Context: an optimization exercise on an open-source flow, tuned for small area and a short achievable clock period. The choices shown serve that exercise and are no tape-out recipe. Only simulation tests tie the RTL to the original design; equivalence was not proved. Power is estimated from default activity; no workload was simulated.

// adder
module adder(clk, rst, in_valid, operand_1, operand_2, out_valid, Sum);
Size: ~1,000 cells after synthesis, about 94 flip-flops, about 100 I/O pins.
export LEC_CHECK = 0
export ABC_AREA = 1
export CAP_MARGIN = 20
export CORE_MARGIN = 2
export CORE_UTILIZATION = 60
export CTS_BUF_LIST = sky130_fd_sc_hd__clkbuf_4 sky130_fd_sc_hd__clkbuf_8
export SETUP_SLACK_MARGIN = 1.3
export SLEW_MARGIN = 20
create_clock -name core_clock -period 4.0 [get_ports {clk}]
standard.sh (not shown) runs the stock make flow with config.mk's settings and CLKGATE_MAP_FILE= SYNTH_SCRIPT=/design/flow/synth_recipe.tcl, a recipe that flattens the netlist after the stock synthesis.
==> flow/flow/run.sh <==
#!/bin/bash
# Standard layout, with plain buf_1 cells as the port buffers.
export BUFFER_PORTS_ARGS="-buffer_cell sky130_fd_sc_hd__buf_1"
bash standard.sh > standard.log 2>&1
The starting point completed without violations.
Then changed:
- CORE_UTILIZATION: 60 -> 40
- CTS_BUF_LIST: sky130_fd_sc_hd__clkbuf_4 sky130_fd_sc_hd__clkbuf_8 -> unset
Sequential power barely changes.
Setup slack improved by 0.072 ns.
Clock-buffer cell count climbs by 2.
Design area goes up by 1.7%.
Register-to-register slack is worse by 0.05 ns.
Synthesized area is unchanged.
Global-route usage decreases by 8.6 points.
Power is higher by 6.7%.
Via count came out lower by 3.5%.
Core utilization falls by 24 points.
Synthesized cell count does not change.
Then changed:
- CTS_BUF_LIST: unset -> sky130_fd_sc_hd__clkbuf_4 sky130_fd_sc_hd__clkbuf_8
Outcome: The new run completed with no timing, DRC or antenna violations; worst setup slack improves by 0.035 ns; utilization went down by 0.87 points; via count went up slightly; wire length went up slightly; worst hold slack improves by 0.0041 ns; design area went down slightly.
Then changed:
- ABC_AREA: 1 -> 0
- CTS_BUF_LIST: sky130_fd_sc_hd__clkbuf_4 sky130_fd_sc_hd__clkbuf_8 -> unset
Die area shrinks by 6.9%; via count shrinks by 22%; global-route usage shrinks by 1.0 points; worst setup slack gets worse by 0.47 ns; non-clock buffer count grows by 13.
Then changed:
- ABC_AREA: 0 -> 1
- CTS_BUF_LIST: unset -> sky130_fd_sc_hd__clkbuf_4 sky130_fd_sc_hd__clkbuf_8
- SETUP_SLACK_MARGIN: 1.3 -> 1.5
What happened: Power is higher by about 7%. Die area went up by about 7%. Global-route usage is higher by 2.2 points. Sequential share of layout area fell by 2.1 points. Combinational power is higher by about 25%. Synthesized area rises by about 8%. Fmax came out higher by 23%. Hold slack barely changes. Final area increases by 9.6%.
Then changed:
- SETUP_SLACK_MARGIN: 1.5 -> 1.1
Combinational power falls by about 24%.
Global-route usage drops by 1.7 points.
Final area decreases by about 14%.
Sequential share of layout area went up by 3.4 points.

* * *

## P
Another version of the RTL of adder (not shown whole).
Size in the first run: about 920 cells after synthesis, about 94 flip-flops, about 5700 µm² of cells after synthesis.
clock: 4.0 ns
lec_check: 0
abc_area: 1
cap_margin: 20
core_margin: 2
core_utilization: 40
cts_buf_list: sky130_fd_sc_hd__clkbuf_4 sky130_fd_sc_hd__clkbuf_8
setup_slack_margin: 1.55
slew_margin: 20
==> flow/flow/run.sh <==
#!/bin/bash
# Standard layout with two changes:
#  - synthesis leaves the adder logic to ABC instead of first mapping it to
#    the library's full- and half-adder cells (ADDER_MAP_FILE empty); the
#    registers are not affected;
#  - plain buf_1 cells as the port buffers.
export BUFFER_PORTS_ARGS="-buffer_cell sky130_fd_sc_hd__buf_1"
bash standard.sh ADDER_MAP_FILE= finish > standard.log 2>&1
P completed end to end with timing, DRC and antenna clean.
Changes in Q relative to P:
Settings: SETUP_SLACK_MARGIN now 1.5, was 1.55.
Findings:
- Taking P as the reference, in Q wire length after detailed routing now sits lower; clock group total power now sits higher; detailed-route via count now sits lower.
- In Q, the post-route minimum period came out 0.049 ns below the value in P.
- On Q: number of fill cells in the layout is 60 higher than what P gave.
- Of the two values seen for most crowded layer after global routing, met2 was produced by P and met1 by Q.
- Both conditions hold for Q: the flow ran to the end and the final layout passed the timing, DRC and antenna checks.
- The top power group comes out registers in one run and combinational cells in the other, namely in Q and P respectively.
- For average vias per placed instance, Q and P come out practically identical.
- Compared with P, Q shows proportion of cell area occupied by registers higher by 0.90 points.
For R, these inputs were changed with respect to Q:
==> flow/flow/run.sh <==
#!/bin/bash
# Standard layout with three changes:
#  - the ABC script that maps the logic (ABC_AREA=1) is flow/abc_area.script;
#  - synthesis leaves the adder logic to ABC (ADDER_MAP_FILE empty);
#  - plain buf_1 cells as the port buffers.
# None of them touches the registers.
set -e
rm -rf scripts
cp -r "$FLOW_HOME/scripts" scripts
cp flow/abc_area.script scripts/abc_area.script
export BUFFER_PORTS_ARGS="-buffer_cell sky130_fd_sc_hd__buf_1"
bash standard.sh SCRIPTS_DIR="$PWD/scripts" ADDER_MAP_FILE= finish > standard.log 2>&1
==> flow/flow/abc_area.script (new file) <==
strash
dch
amap
topo
stime -c
buffer -c
upsize -c
dnsize -c
==> comparison <==
- Q reports its critical path launch point as emax_c[0] while R reports operand_1[27].
- Comparing R and Q, the higher total power is on R.
- Going from Q to R, count of buffer and inverter cells on the critical path went up by 6; clock network fraction of design power went down by 1.7 points; time the worst path needs with I/O delays and setup went up by 0.74 ns; overall routed net length went up by 29%.

* * *

adder again, from the RTL that the note above started with.
==> flow/config.mk <==
export PLATFORM = sky130hd
export DESIGN_NAME = adder
export DESIGN_NICKNAME = adder
export VERILOG_FILES = /design/flow/design.v
export SDC_FILE = /design/flow/constraint.sdc
export NUM_CORES = 4
export LEC_CHECK = 0
export ABC_AREA = 1
export CAP_MARGIN = 20
export CORE_MARGIN = 2
export CORE_UTILIZATION = 40
export CTS_BUF_LIST = sky130_fd_sc_hd__clkbuf_4 sky130_fd_sc_hd__clkbuf_8
export SETUP_SLACK_MARGIN = 1.45
export SLEW_MARGIN = 20
==> flow/constraint.sdc <==
create_clock -name core_clock -period 4.0 [get_ports {clk}]
set_input_delay 0.8000 -clock core_clock [delete_from_list [all_inputs] [get_ports {clk}]]
set_output_delay 0.8000 -clock core_clock [all_outputs]
set_load 0.01 [all_outputs]
==> flow/flow/run.sh <==
#!/bin/bash
# Standard layout with two changes:
#  - synthesis leaves the adder logic to ABC instead of first mapping it to
#    the library's full- and half-adder cells (ADDER_MAP_FILE empty); the
#    registers are not affected;
#  - plain buf_1 cells as the port buffers.
export BUFFER_PORTS_ARGS="-buffer_cell sky130_fd_sc_hd__buf_1"
bash standard.sh ADDER_MAP_FILE= finish > standard.log 2>&1
==> next run, changes <==
==> flow/flow/run.sh (replaced) <==
#!/bin/bash
# Standard layout with three changes:
#  - the ABC script that maps the logic (ABC_AREA=1) is flow/abc_area.script;
#  - synthesis leaves the adder logic to ABC (ADDER_MAP_FILE empty);
#  - plain buf_1 cells as the port buffers.
# None of them touches the registers.
set -e
rm -rf scripts
cp -r "$FLOW_HOME/scripts" scripts
cp flow/abc_area.script scripts/abc_area.script
export BUFFER_PORTS_ARGS="-buffer_cell sky130_fd_sc_hd__buf_1"
bash standard.sh SCRIPTS_DIR="$PWD/scripts" ADDER_MAP_FILE= finish > standard.log 2>&1
==> flow/flow/abc_area.script (new file) <==
strash
dch
map -a
topo
stime -c
buffer -c
upsize -c
dnsize -c
Settings changed: SETUP_SLACK_MARGIN 1.45 to 1.5.
Result: Cell area climbs by 27%; non-clock buffer count climbs by 85; power climbs by 27%; core utilization climbs by 16 points; sequential power climbs by about 3%; global-route usage climbs by 3.5 points; register-to-register slack gets worse by 0.62 ns.

* * *

Setup of run 1:
Another version of the RTL of adder (not shown whole).
For scale: roughly 890 cells after synthesis, about 94 flip-flops, roughly 100 I/O pins, about 6000 um^2 of cells after synthesis.
export LEC_CHECK = 0
export ABC_AREA = 1
export CAP_MARGIN = 20
export CORE_MARGIN = 2
export CORE_UTILIZATION = 40
export CTS_BUF_LIST = sky130_fd_sc_hd__clkbuf_4 sky130_fd_sc_hd__clkbuf_8
export SETUP_SLACK_MARGIN = 1.2
export SLEW_MARGIN = 20
create_clock -name core_clock -period 4.0 [get_ports {clk}]
==> flow/flow/run.sh <==
#!/bin/bash
# Standard layout, with plain buf_1 cells as the port buffers.
export BUFFER_PORTS_ARGS="-buffer_cell sky130_fd_sc_hd__buf_1"
bash standard.sh > standard.log 2>&1
Run 1 completed end to end with timing, DRC and antenna clean.
Changes in run 2 relative to run 1:
-- flow/config.mk --
<<< run 1, line 9
export CAP_MARGIN = 20
>>> run 2, line 9
export CAP_MARGIN = 0
<<< run 1, line 13
export SETUP_SLACK_MARGIN = 1.2
export SLEW_MARGIN = 20
>>> run 2, line 13
export SETUP_SLACK_MARGIN = 1.3
export SLEW_MARGIN = 0
[summary]
- Looking at the reports, run 2 completed the entire flow and the layout it produced met the timing, DRC and antenna checks.
- For the clock-net power, run 2 came in about 8% lower than run 1 did.
- Looking at slowest cell on the critical path, the sky130_fd_sc_hd__fa_1 result is from run 2; the sky130_fd_sc_hd__ha_1 one comes from run 1.
- Compare run 1 and run 2 | fraction of the cycle the final worst path needs lower: run 2
- The end point of the critical path comes out xs_s3[17]$_DFF_P_ in one run and ms_c[16]$_DFF_P_ in the other, namely in run 1 and run 2 respectively.
- The via count in run 2 sits 1.1% above the value recorded for run 1.
- Comparing final worst setup slack for run 1 and run 2, the smaller number came from run 1.
- Summary of run 2 over run 1: length of routed wiring on met1 rose about 3%; clock tree cell share of total cell area dropped 0.22 points.
- Run 2 against run 1: wire length saw a decrease; design area barely changed.
Input-level comparison between run 3 and run 2:
==> flow/flow/run.sh <==
#!/bin/bash
# Standard layout with two changes:
#  - synthesis leaves the adder logic to ABC instead of first mapping it to
#    the library's full- and half-adder cells (ADDER_MAP_FILE empty); the
#    registers are not affected;
#  - plain buf_1 cells as the port buffers.
export BUFFER_PORTS_ARGS="-buffer_cell sky130_fd_sc_hd__buf_1"
bash standard.sh ADDER_MAP_FILE= finish > standard.log 2>&1
-- flow/config.mk --
<<< run 2, line 9
export CAP_MARGIN = 0
>>> run 3, line 9
export CAP_MARGIN = 20
<<< run 2, line 13
export SETUP_SLACK_MARGIN = 1.3
export SLEW_MARGIN = 0
>>> run 3, line 13
export SETUP_SLACK_MARGIN = 1.7
export SLEW_MARGIN = 20
Results
Run comparison: run 2 worst setup path startpoint sh_s3[3]$_DFF_P_; run 3 worst setup path startpoint operand_2[28]. Actual transition at the worst max-transition pin, run 3 and run 2: larger value in run 2. Comparing run 3 and run 2, combinational power is higher on run 3. Looking at end of the critical path, the ms_c[16]$_DFF_P_ result is from run 2; the xs_s3[7]$_DFF_P_ one comes from run 3. Measured against each other, run 3 and run 2 differ in total power, the higher figure coming from run 3. Run 3 completed every stage of the flow, and the final layout passed the timing, DRC and antenna checks. Run 2 did not stop at any stage, and its layout met the timing, DRC and antenna checks. Run 3 improves on run 2 in peak clock frequency supported by timing.
> inputs changed (run 3 -> run 4)
==> flow/flow/run.sh <==
#!/bin/bash
# Standard layout, with plain buf_1 cells as the port buffers.
export BUFFER_PORTS_ARGS="-buffer_cell sky130_fd_sc_hd__buf_1"
bash standard.sh > standard.log 2>&1
-- flow/config.mk --
<<< run 3, line 13
export SETUP_SLACK_MARGIN = 1.7
>>> run 4, line 13
export SETUP_SLACK_MARGIN = 1.3
Results
Having completed the whole flow, run 4 delivered a layout that passed the timing, DRC and antenna checks.
Against run 3, first-iteration DRC count in run 4 fell by more than 10%.
Relative to run 3, wire length decreased by about 13% in run 4.
| post-synthesis compound-gate area fraction | run 4 vs run 3 | 5.2 points lower |
Compared with run 3, run 4 shows global-route usage lower by 0.95 points.
Number of clock buffers in the layout: lower on run 4
[diff] time the worst path needs with I/O delays and setup, run 4 relative to run 3: regression

* * *

The RTL this note starts from:
==> flow/design.v <==
module adder(clk, rst, in_valid, operand_1, operand_2, out_valid, Sum);
input clk;
input rst;
input in_valid;
input [31:0] operand_1;
input [31:0] operand_2;
output out_valid;
output [31:0] Sum;
reg [1:0] valid;
always @(posedge clk)
    if (rst) valid <= 0;
    else valid <= {valid[0:0], in_valid};
assign out_valid = valid[1];
wire [30:0] op2_iw = operand_2[30:0];
wire [31:0] a = operand_1;
wire [30:0] b = op2_iw;
wire [8:0] d12 = {1'b0, a[30:23]} - {1'b0, b[30:23]};
wire [7:0] d21 = b[30:23] - a[30:23];
wire [7:0] cgt = a[30:23] & ~b[30:23];
wire [7:0] ceq = ~(a[30:23] ^ b[30:23]);
wire [3:0] cgt1, ceq1;
wire [1:0] cgt2, ceq2;
genvar ci;
generate for (ci = 0; ci < 4; ci = ci + 1) begin : cmp1
    assign cgt1[ci] = cgt[2*ci+1] | (ceq[2*ci+1] & cgt[2*ci]);
    assign ceq1[ci] = ceq[2*ci+1] & ceq[2*ci];
end endgenerate
generate for (ci = 0; ci < 2; ci = ci + 1) begin : cmp2
    assign cgt2[ci] = cgt1[2*ci+1] | (ceq1[2*ci+1] & cgt1[2*ci]);
    assign ceq2[ci] = ceq1[2*ci+1] & ceq1[2*ci];
end endgenerate
wire ge = cgt2[1] | (ceq2[1] & (cgt2[0] | ceq2[0]));
wire [7:0] dd = ge ? d12[7:0] : d21;
wire [0:0] sgn_aw = a[31];
wire [7:0] emax_aw = ge ? a[30:23] : b[30:23];
wire [22:0] fb_aw = ge ? a[22:0] : b[22:0];
wire [22:0] fs_aw = ge ? b[22:0] : a[22:0];
wire [4:0] sh_aw = dd[4:0];
wire [0:0] shz_aw = (dd[7:5] != 3'd0) || (dd[4:3] == 2'b11);
wire [23:0] x0 = {1'b1, fs_aw};
wire [23:0] x1 = sh_aw[0] ? (x0 >> 1) : x0;
wire [23:0] x2 = sh_aw[1] ? (x1 >> 2) : x1;
wire [23:0] x3 = sh_aw[2] ? (x2 >> 4) : x2;
reg [0:0] sgn_s3;
reg [7:0] emax_s3;
reg [22:0] fb_s3;
reg [23:0] xs_s3;
reg [4:0] sh_s3;
reg [0:0] shz_s3;
always @(posedge clk) begin
    sgn_s3 <= sgn_aw;
    emax_s3 <= emax_aw;
    fb_s3 <= fb_aw;
    xs_s3 <= x3;
    sh_s3 <= sh_aw;
    shz_s3 <= shz_aw;
end
wire [23:0] xz3 = shz_s3 ? 24'd0 : xs_s3;
wire [23:0] x4 = sh_s3[3] ? (xz3 >> 8) : xz3;
wire [23:0] x5 = sh_s3[4] ? (x4 >> 16) : x4;
wire [23:0] sml = x5;
wire [24:0] ms = {1'b1, fb_s3} + sml;
reg [0:0] sgn_c;
reg [7:0] emax_c;
reg [23:0] ms_c;
always @(posedge clk) begin
    sgn_c <= sgn_s3;
    emax_c <= emax_s3;
    ms_c <= ms[24:1];
end
wire [23:0] msn = ms_c;
wire [7:0] e = emax_c + {7'd0, msn[23]};
wire [22:0] f = msn[23] ? msn[22:0] : {msn[21:0], 1'b0};
wire [31:0] res_dw = {sgn_c, e, f};
assign Sum = res_dw;
endmodule
==> flow/config.mk <==
export PLATFORM = sky130hd
export DESIGN_NAME = adder
export DESIGN_NICKNAME = adder
export VERILOG_FILES = /design/flow/design.v
export SDC_FILE = /design/flow/constraint.sdc
export NUM_CORES = 4
export LEC_CHECK = 0
export ABC_AREA = 1
export CAP_MARGIN = 20
export CORE_MARGIN = 2
export CORE_UTILIZATION = 40
export CTS_BUF_LIST = sky130_fd_sc_hd__clkbuf_4 sky130_fd_sc_hd__clkbuf_8
export SETUP_SLACK_MARGIN = 1.5
export SLEW_MARGIN = 20
==> flow/constraint.sdc <==
create_clock -name core_clock -period 4.0 [get_ports {clk}]
set_input_delay 0.8000 -clock core_clock [delete_from_list [all_inputs] [get_ports {clk}]]
set_output_delay 0.8000 -clock core_clock [all_outputs]
set_load 0.01 [all_outputs]
==> flow/flow/run.sh <==
#!/bin/bash
# Standard layout, with plain buf_1 cells as the port buffers.
export BUFFER_PORTS_ARGS="-buffer_cell sky130_fd_sc_hd__buf_1"
bash standard.sh > standard.log 2>&1
The first run completed without violations.
Next try:
- SETUP_SLACK_MARGIN: 1.5 -> 1.3
Effect: The changed run ran to the end with no violations; count of clock-buffer cells in the layout is unchanged; core utilization decreases by 3.8 points; hold slack stays flat; register-to-register slack gets worse by 110 ps; via count decreases by about 3.6%.

[static timing again, ports no longer ideal]
In the flow no input, the clock included, has a driving cell. The finished layouts below were timed again as built, in two steps.
Step 1, drivers: a clkbuf_16 drives clk and a buf_2 each remaining input, both assumed.
Step 2 adds t to the input delays and takes it off the output delays; t is the mean of the earliest and latest rising clock arrival at the registers after step 1. Input paths then give back, and output paths get back, about the clock's delay inside the block.
Slacks: ideal ports / drivers / drivers and shift; pairs: ideal ports / drivers.
run	shift t [ns]	setup WS [ns]	worst slew at a driven data input, ns
the first run of note 1	0.411	1.288 / 1.282 / 0.871	0.05
the second run of note 1	0.388	1.360 / 1.360 / 1.027	0.04
the third run of note 1	0.412	1.395 / 1.397 / 0.984	0.04
the fourth run of note 1	0.392	0.923 / 0.923 / 0.626	0.06
the fifth run of note 1	0.414	1.503 / 1.495 / 1.081	0.06
the sixth run of note 1	0.404	1.226 / 1.224 / 0.819	0.04
P	0.399	1.572 / 1.542 / 1.203	0.04
Q	0.401	1.621 / 1.590 / 1.236	0.04
R	0.414	0.882 / 0.856 / 0.442	0.06
the first run of note 3	0.399	1.587 / 1.556 / 1.203	0.04
the second run of note 3	0.399	0.960 / 0.926 / 0.526	0.06
run 1	0.406	1.352 / 1.348 / 0.953	0.04
run 2	0.398	1.426 / 1.426 / 1.077	0.04
run 3	0.395	1.676 / 1.661 / 1.291	0.05
run 4	0.398	1.426 / 1.426 / 1.077	0.04
the first run of note 5	0.403	1.499 / 1.514 / 1.111	0.04
the second run of note 5	0.400	1.433 / 1.422 / 1.048	0.04
After both steps every run listed still meets setup and hold. For R, which loses most, drivers alone change the setup slack by -0.026 ns; drivers and shift together by -0.440 ns.
